Source: an optimization exercise on an open RTL-to-GDS flow (aim: small area). Production flows keep margins and buffers that such runs may drop. The RTL was checked by simulation tests, not by an equivalence proof against the original design. The flow treats the clock pin as an ideal source. Dropping or thinning the clock tree relies on that and would not hold on a real chip. No activity file was given, so power comes from the tool's default toggle rates.

==> flow/design.v (excerpt) <==
module uart2rffe_top
(
    input  clk,
    input  rst_n,
    input  FPGA_RX,
    output FPGA_TX,
    output spi_clk_rffe,
    output spi_sdo_rffe,
    output spi_le_rffe
);
clock: 20.0 ns
lec_check: 0
cap_margin: 20
core_margin: 2
core_utilization: 65
place_density: 0.8
slew_margin: 20
standard.sh (not shown) runs the stock make flow with config.mk's settings and CLKGATE_MAP_FILE= SYNTH_SCRIPT=/design/flow/synth_recipe.tcl, a recipe that flattens the netlist after the stock synthesis.
==> flow/flow/run.sh <==
#!/bin/bash
# The standard layout, except the clock tree: after ORFS's clock tree synthesis,
# flow/clock_tree.tcl replaces its tree with a smaller one (a root buffer and one
# buffer per group of nearby flip-flops). Make's full output goes to
# standard_flow.log; ORFS keeps each step's log under orfs/logs/.
set -euo pipefail
export POST_CTS_TCL="$PWD/flow/clock_tree.tcl"
export CTS_TREE_GROUPS="${CTS_TREE_GROUPS:-8}"
export CTS_LEAF_BUF="${CTS_LEAF_BUF:-sky130_fd_sc_hd__clkbuf_8}"
bash standard.sh > standard_flow.log 2>&1
==> flow/flow/clock_tree.tcl <==
# Replace the clock tree that clock_tree_synthesis built with a two-level tree:
# clk -> one root buffer -> one leaf buffer per group of flip-flops, the groups
# made by splitting the flip-flops in halves by position, alternating x and y.
set db [ord::get_db]
set block [[$db getChip] getBlock]
set root_master [$db findMaster sky130_fd_sc_hd__clkbuf_4]
set leaf_master [$db findMaster $::env(CTS_LEAF_BUF)]
set ngroups $::env(CTS_TREE_GROUPS)

set clk_net [$block findNet clk]
set sinks {}
set old_insts {}
set old_nets {}
set todo [list $clk_net]
while {[llength $todo] > 0} {
  set net [lindex $todo 0]
  set todo [lrange $todo 1 end]
  foreach it [$net getITerms] {
    if {[$it isOutputSignal]} { continue }
    set inst [$it getInst]
    set mname [[$inst getMaster] getName]
    if {[string match "sky130_fd_sc_hd__clkbuf_*" $mname] || [string match "sky130_fd_sc_hd__clkinv*" $mname] || [string match "clkload*" [$inst getName]]} {
      lappend old_insts $inst
      foreach o [$inst getITerms] {
        if {[$o isOutputSignal] && [$o getNet] != "NULL"} {
          lappend old_nets [$o getNet]
          lappend todo [$o getNet]
        }
      }
    } else {
      lappend sinks $it
    }
  }
}
puts "clock_tree.tcl: [llength $sinks] sinks, removing [llength $old_insts] buffers"
foreach it $sinks { $it disconnect }
foreach inst $old_insts { odb::dbInst_destroy $inst }
foreach net $old_nets { odb::dbNet_destroy $net }

proc sink_xy {it} {
  set b [[$it getInst] getBBox]
  return [list [expr {([$b xMin] + [$b xMax]) / 2}] [expr {([$b yMin] + [$b yMax]) / 2}]]
}
proc split_groups {items n axis} {
  if {$n <= 1} { return [list $items] }
  set keyed {}
  foreach it $items { lappend keyed [list [lindex [sink_xy $it] $axis] $it] }
  set sorted {}
  foreach k [lsort -integer -index 0 $keyed] { lappend sorted [lindex $k 1] }
  set h [expr {[llength $sorted] / 2}]
  set a [lrange $sorted 0 [expr {$h - 1}]]
  set b [lrange $sorted $h end]
  set nax [expr {1 - $axis}]
  return [concat [split_groups $a [expr {$n / 2}] $nax] [split_groups $b [expr {$n / 2}] $nax]]
}
proc place_at {inst x y} {
  $inst setLocation [expr {int($x)}] [expr {int($y)}]
  $inst setPlacementStatus PLACED
}

set groups [split_groups $sinks $ngroups 0]
set root [odb::dbInst_create $block $root_master clktree_root]
[$root findITerm A] connect $clk_net
set root_net [odb::dbNet_create $block clktree_root_net]
$root_net setSigType CLOCK
[$root findITerm X] connect $root_net
set sx 0; set sy 0; set sn 0
set i 0
foreach g $groups {
  set leaf [odb::dbInst_create $block $leaf_master clktree_leaf_$i]
  set net [odb::dbNet_create $block clktree_leaf_net_$i]
  $net setSigType CLOCK
  [$leaf findITerm A] connect $root_net
  [$leaf findITerm X] connect $net
  set gx 0; set gy 0
  foreach it $g {
    $it connect $net
    lassign [sink_xy $it] x y
    set gx [expr {$gx + $x}]; set gy [expr {$gy + $y}]
  }
  set gx [expr {$gx / [llength $g]}]; set gy [expr {$gy / [llength $g]}]
  place_at $leaf $gx $gy
  set sx [expr {$sx + $gx}]; set sy [expr {$sy + $gy}]; incr sn
  puts "clock_tree.tcl: leaf $i drives [llength $g] flip-flops at ($gx, $gy)"
  incr i
}
place_at $root [expr {$sx / $sn}] [expr {$sy / $sn}]
$clk_net setSigType CLOCK

detailed_placement
check_placement -verbose
estimate_parasitics -placement
report_clock_skew
repair_timing -hold -hold_margin 0.1
detailed_placement
check_placement -verbose
estimate_parasitics -placement
report_clock_skew
report_worst_slack -min
report_worst_slack -max
Change:
--- a/flow/flow/run.sh
+++ b/flow/flow/run.sh
@@ -8,2 +8,2 @@
-export CTS_TREE_GROUPS="${CTS_TREE_GROUPS:-8}"
-export CTS_LEAF_BUF="${CTS_LEAF_BUF:-sky130_fd_sc_hd__clkbuf_8}"
+export CTS_TREE_GROUPS="${CTS_TREE_GROUPS:-4}"
+export CTS_LEAF_BUF="${CTS_LEAF_BUF:-sky130_fd_sc_hd__clkbuf_16}"
- CORE_UTILIZATION: 65 -> 40
- PLACE_DENSITY: 0.8 -> 0.6
What happened: The changed run completed with no timing, DRC or antenna violations; global-route usage goes down by 8.3 points; flip-flop and latch count is unchanged; clock power barely changes.
Change:
--- a/flow/flow/run.sh
+++ b/flow/flow/run.sh
@@ -8,2 +8,2 @@
-export CTS_TREE_GROUPS="${CTS_TREE_GROUPS:-4}"
-export CTS_LEAF_BUF="${CTS_LEAF_BUF:-sky130_fd_sc_hd__clkbuf_16}"
+export CTS_TREE_GROUPS="${CTS_TREE_GROUPS:-8}"
+export CTS_LEAF_BUF="${CTS_LEAF_BUF:-sky130_fd_sc_hd__clkbuf_8}"
After rerunning:
- register-to-register slack barely changes
- power stays flat
- global-route usage barely changes
- setup slack loses 0.0039 ns
- first-iteration DRC count fell by 4.8%
- worst hold slack loses 0.0067 ns
- combinational power is about the same
- routed wire length barely changes
No run of this note takes its clock network from TritonCTS; it comes from the design's own scripts or RTL.

========
before:
Another version of the RTL of uart2rffe_top (not shown whole).
Size: ~480 cells after synthesis, ~130 flip-flops, about 0.0058 mm² of cells after synthesis.
export LEC_CHECK = 0
export CAP_MARGIN = 20
export CORE_MARGIN = 2
export CORE_UTILIZATION = 60
export CTS_BUF_LIST = sky130_fd_sc_hd__clkbuf_8
export CTS_CLUSTER_DIAMETER = 100
export CTS_CLUSTER_SIZE = 30
export PLACE_DENSITY = 0.7
export SLEW_MARGIN = 20
create_clock -name core_clock -period 20.0 [get_ports {clk}]
run.sh (not shown) runs the stock make flow with config.mk's settings and CLKGATE_MAP_FILE= SYNTH_SCRIPT=/design/flow/synth_recipe.tcl, a recipe that flattens the netlist after the stock synthesis.
Stock flow here: none of the scripts above is used.
Input-level comparison between after and before:
- swapping 0.7 for 0.6 in PLACE_DENSITY
- swapping 30 for 50 in CTS_CLUSTER_SIZE
- swapping 60 for 40 in CORE_UTILIZATION
- swapping 100 for 200 in CTS_CLUSTER_DIAMETER
- swapping sky130_fd_sc_hd__clkbuf_8 for sky130_fd_sc_hd__clkbuf_4 in CTS_BUF_LIST
## What came out
- before → after: power attributed to the clock group barely changed; proportion of cell area occupied by multi-input gates down 0.17 points; number of rows in the core area grew by 9.
- after: post-placement cell count 55 above before

========
The RTL this note starts from:
==> flow/design.v <==
`timescale 1ns / 1ps
module uart2rffe_top
(
    input  clk,
    input  rst_n,
    input  FPGA_RX,
    output FPGA_TX,
    output spi_clk_rffe,
    output spi_sdo_rffe,
    output spi_le_rffe
);
reg [10:0] rxs;
always @(posedge clk)
    if (!rst_n) rxs <= 11'h7ff;
    else        rxs <= {rxs[9:0], FPGA_RX};
wire [2:0] ones = rxs[4] + rxs[5] + rxs[6] + rxs[7] + rxs[8] + rxs[9] + rxs[10];
wire rxd = (ones >= 3'd4);
localparam R_S3 = 4'd3, R_IDLE = 4'd4, R_LOCK = 4'd5, R_SBD = 4'd6, R_START = 4'd7, R_D0 = 4'd8;
reg [3:0] pos;
reg [8:0] rc;        
reg [1:0] ist;       
reg [3:0] n;         
reg [63:0] F;        
reg [2:0] z;         
reg P;               
localparam [8:0] U0 = 9'h055, U217 = 9'h0fa, U432 = 9'h115, U433 = 9'h02a;
function [8:0] lfsr(input [8:0] s);
    lfsr = {s[7:0], s[8] ^ s[4]};
endfunction
wire rtick  = (rc == U433);              
wire rsamp  = (rc == U0);                
wire ridle  = (pos[3:1] == 3'b010);      
wire instop = (pos[3:2] == 2'b00);
wire rstart = (pos == R_IDLE) && !rxd;
wire done   = rtick && (pos == R_S3);
always @(posedge clk) begin
    if (!rst_n) begin
        pos <= R_IDLE;
        ist <= 2'd0;
        n   <= 4'd0;
    end else begin
        if (!rxd && (instop || pos == R_IDLE))
            pos <= (done) ? R_LOCK : R_SBD;
        else if (rtick && !ridle)
            pos <= pos + 4'd1;
        if (rstart)
            n <= 4'd0;
        else if (rtick && pos == R_START && n != 4'd11)
            n <= n + 4'd1;
        if (rstart)            ist <= 2'd0;
        else if (done)         ist <= 2'd1;
        else if (ist == 2'd1)  ist <= 2'd2;
        else if (ist == 2'd2)  ist <= 2'd3;
        else                   ist <= 2'd0;
    end
end
always @(posedge clk)
    if (!rxd && (instop || pos == R_IDLE)) rc <= U217;
    else if (rtick)                        rc <= U0;
    else                                   rc <= lfsr(rc);
wire [7:0] b7 = F[7:0];
always @(posedge clk)
    if (rsamp && pos[3]) begin
        F <= {rxd, F[63:1]};
        if (pos == R_D0) begin
            P <= (z == 3'd5);
            z <= (b7 == 8'h01) ? 3'd1 :
                 (b7 == 8'h02) ? 3'd2 :
                 (b7 == 8'hAA) ? 3'd3 :
                 (b7 == 8'h55) ? 3'd4 :
                 (b7 == 8'h5D && z == 3'd4) ? 3'd5 : 3'd0;
        end
    end
wire act   = ist[1];
wire valid = (n == 4'd11) && P && (F[63:56] == 8'h0A) && (F[55:48] == 8'h0D);
wire [1:0] cmd = z[2] ? 2'd0 : z[1:0];
reg sbusy, spend;
reg [2:0] pres;
reg [5:0] d;         
wire m23 = (cmd == 2'd2);
wire spi_go = act && valid && (cmd == 2'd1 || cmd == 2'd2) && !sbusy;
always @(posedge clk) begin
    if (!rst_n) begin
        sbusy <= 1'b0;
        spend <= 1'b0;
    end else begin
        spend <= spi_go;
        if (!sbusy) begin
            if (spend) sbusy <= 1'b1;
        end else if (pres == 3'd4 && d == (m23 ? 6'd0 : 6'd16))
            sbusy <= 1'b0;
    end
    pres <= (sbusy && pres != 3'd4) ? pres + 3'd1 : 3'd0;
    if (!sbusy) d <= m23 ? 6'd50 : 6'd48;
    else if (pres == 3'd4) d <= d - 6'd1;
end
wire [22:0] W = {F[6:0], F[15:8], F[23:16]};
wire wbit  = W[d[5:1]];
wire ssc12 = m23 ? (d == 6'd49 || d == 6'd48) : (d == 6'd47 || d == 6'd46);
wire datap = m23 ? (d <= 6'd45) : (d <= 6'd43);
assign spi_le_rffe  = !sbusy;
assign spi_clk_rffe = sbusy && datap && d[0];
assign spi_sdo_rffe = sbusy && (ssc12 || (datap && wbit));
localparam T_STOP = 4'd0, T_IDLE = 4'd1, T_PEND = 4'd2, T_PRE = 4'd6, T_START = 4'd7;
reg [3:0] q;
reg [3:0] p;         
reg [8:0] tc;        
wire ttick = (tc == U433);
wire tx_ready = (q == T_IDLE) || (q == T_PEND);
wire tx_go = act && tx_ready && (!valid || cmd == 2'd3);
always @(posedge clk) begin
    if (!rst_n)
        q <= T_IDLE;
    else if (q == T_IDLE) begin
        if (tx_go) q <= T_PEND;
    end else if (q == T_PEND)
        q <= T_PRE;
    else if (ttick) begin
        if (q == T_STOP) q <= (p == 4'd0) ? T_IDLE : T_START;
        else             q <= q + 4'd1;
    end
    if (tx_go)
        p <= valid ? 4'd14 : 4'd7;
    else if (ttick && q == T_STOP)
        p <= (p == 4'd8) ? 4'd2 : p - 4'd1;
    if (q == T_PEND)  tc <= U432;
    else if (ttick)   tc <= U0;
    else              tc <= lfsr(tc);
end
reg [7:0] ch;
always @(*)
    case (p)
    4'd0:  ch = 8'h0A;
    4'd1:  ch = 8'h0D;
    4'd2:  ch = 8'h21;
    4'd3:  ch = 8'h72;
    4'd4:  ch = 8'h6F;
    4'd5:  ch = 8'h72;
    4'd6:  ch = 8'h72;
    4'd7:  ch = 8'h65;
    4'd8:  ch = 8'h4B;
    4'd9:  ch = 8'h4F;
    4'd10: ch = 8'h20;
    4'd11: ch = 8'h41;
    4'd12: ch = 8'h47;
    4'd13: ch = 8'h50;
    4'd14: ch = 8'h45;
    default: ch = 8'hxx;
    endcase
wire txb = (q == T_START) ? 1'b0 : q[3] ? ch[q[2:0]] : 1'b1;
assign FPGA_TX = !rst_n || txb;
endmodule
==> flow/config.mk <==
export PLATFORM = sky130hd
export DESIGN_NAME = uart2rffe_top
export DESIGN_NICKNAME = uart2rffe_top
export VERILOG_FILES = /design/flow/design.v
export SDC_FILE = /design/flow/constraint.sdc
export NUM_CORES = 4
export LEC_CHECK = 0
export CAP_MARGIN = 20
export CORE_MARGIN = 2
export CORE_UTILIZATION = 40
export CTS_BUF_LIST = sky130_fd_sc_hd__clkbuf_4
export CTS_CLUSTER_DIAMETER = 200
export CTS_CLUSTER_SIZE = 50
export PLACE_DENSITY = 0.6
export SLEW_MARGIN = 20
==> flow/constraint.sdc <==
create_clock -name core_clock -period 20.0 [get_ports {clk}]
set_input_delay 4.0000 -clock core_clock [delete_from_list [all_inputs] [get_ports {clk}]]
set_output_delay 4.0000 -clock core_clock [all_outputs]
set_load 0.01 [all_outputs]
standard.sh (not shown) runs the stock make flow with config.mk's settings and CLKGATE_MAP_FILE= SYNTH_SCRIPT=/design/flow/synth_recipe.tcl, a recipe that flattens the netlist after the stock synthesis.
==> flow/flow/run.sh <==
#!/bin/bash
# The standard layout, with clock tree synthesis told not to add dummy loads
# for balancing. Make's full output goes to standard_flow.log; ORFS keeps each
# step's own log under orfs/logs/.
set -euo pipefail
export CTS_ARGS='-sink_clustering_enable -repair_clock_nets -sink_clustering_size 50 -sink_clustering_max_diameter 200 -root_buf sky130_fd_sc_hd__clkbuf_8 -buf_list sky130_fd_sc_hd__clkbuf_4 -dont_use_dummy_load'
bash standard.sh > standard_flow.log 2>&1
==> next run, changes <==
==> flow/flow/run.sh (replaced) <==
#!/bin/bash
# The standard layout, with clock tree synthesis told not to add dummy loads
# for balancing. Make's full output goes to standard_flow.log; ORFS keeps each
# step's own log under orfs/logs/.
set -euo pipefail
export CTS_ARGS="-sink_clustering_enable -repair_clock_nets -sink_clustering_size 50 -sink_clustering_max_diameter 200 -buf_list sky130_fd_sc_hd__clkbuf_4 -dont_use_dummy_load"
bash standard.sh > standard_flow.log 2>&1
Effect: Clock skew hardly moves; hold slack stays flat; synthesized area stays the same; non-clock buffer count is unchanged; clock-buffer cell count stays the same; via count barely changes; design area stays flat; combinational power is about the same.
==> next run, changes <==
--- a/flow/flow/run.sh
+++ b/flow/flow/run.sh
@@ -6 +6 @@
-export CTS_ARGS="-sink_clustering_enable -repair_clock_nets -sink_clustering_size 50 -sink_clustering_max_diameter 200 -buf_list sky130_fd_sc_hd__clkbuf_4 -dont_use_dummy_load"
+export CTS_ARGS='-sink_clustering_enable -repair_clock_nets -sink_clustering_size 50 -sink_clustering_max_diameter 200 -buf_list {sky130_fd_sc_hd__clkbuf_4 sky130_fd_sc_hd__clkbuf_8} -dont_use_dummy_load'
Settings changed: CTS_BUF_LIST sky130_fd_sc_hd__clkbuf_4 to sky130_fd_sc_hd__clkbuf_8.
=> Cell count is unchanged; cell area rose by 1.8%; worst setup slack loses 0.012 ns; synthesized cell count does not change; non-clock buffer count does not change; utilization came out higher by 0.78 points; critical path depth is unchanged.
==> next run, changes <==
==> flow/flow/run.sh (replaced) <==
#!/bin/bash
# The standard layout, with clock tree synthesis told not to add dummy loads
# for balancing. Make's full output goes to standard_flow.log; ORFS keeps each
# step's own log under orfs/logs/.
set -euo pipefail
export CTS_ARGS="-sink_clustering_enable -repair_clock_nets -sink_clustering_size 50 -sink_clustering_max_diameter 200 -buf_list sky130_fd_sc_hd__clkbuf_8 -dont_use_dummy_load"
bash standard.sh > standard_flow.log 2>&1
The new run produced a clean layout; cell area does not change; maximum frequency stays the same; critical path depth does not change; non-clock buffer count is unchanged; register-to-register slack barely changes; sequential cell count stays the same; setup slack stays the same; area after synthesis stays the same; synthesized cell count does not change; total power stays the same; count of clock-buffer cells in the layout is unchanged.

re-timing with driven ports:
In the flow no input, the clock included, has a driving cell. The finished layouts below were timed again as built, in two steps. Step 1 (the two cells are an assumption about what drives the block):
set clk [get_ports {clk}]
set_driving_cell -lib_cell sky130_fd_sc_hd__clkbuf_16 $clk
set_driving_cell -lib_cell sky130_fd_sc_hd__buf_2 [delete_from_list [all_inputs] $clk]
Step 2 moves the port delays by t, midway between the first and last clock arrival at a register: inputs arrive t later, outputs are due t later. That takes back most of the time a late clock gives input paths. Slacks: ideal ports / drivers / drivers and shift; pairs: ideal ports / drivers.
run	shift t [ns]	setup slack, ns	hold slack, ns	latest minus earliest clock arrival (ns)	worst register clock-pin slew, ns
the first run of note 1	0.487	10.385 / 10.363 / 10.363	0.413 / 0.413 / 0.413	0.015 / 0.014	0.10 / 0.10
the second run of note 1	0.484	10.458 / 10.436 / 10.436	0.424 / 0.424 / 0.424	0.012 / 0.012	0.12 / 0.12
the third run of note 1	0.505	10.454 / 10.432 / 10.432	0.417 / 0.417 / 0.417	0.016 / 0.016	0.11 / 0.11
before	0.457	10.413 / 10.391 / 10.391	0.416 / 0.416 / 0.416	0.011 / 0.011	0.08 / 0.08
after	0.535	10.420 / 10.398 / 10.398	0.418 / 0.418 / 0.418	0.022 / 0.022	0.12 / 0.12
the first run of note 3	0.432	10.454 / 10.432 / 10.432	0.398 / 0.398 / 0.398	0.035 / 0.035	0.12 / 0.12
the second run of note 3	0.538	10.457 / 10.435 / 10.435	0.398 / 0.398 / 0.398	0.034 / 0.034	0.12 / 0.12
the third run of note 3	0.462	10.445 / 10.423 / 10.423	0.396 / 0.396 / 0.396	0.020 / 0.020	0.07 / 0.07
the fourth run of note 3	0.462	10.445 / 10.423 / 10.423	0.396 / 0.396 / 0.396	0.020 / 0.020	0.07 / 0.07
After both steps every run listed still meets setup and hold.
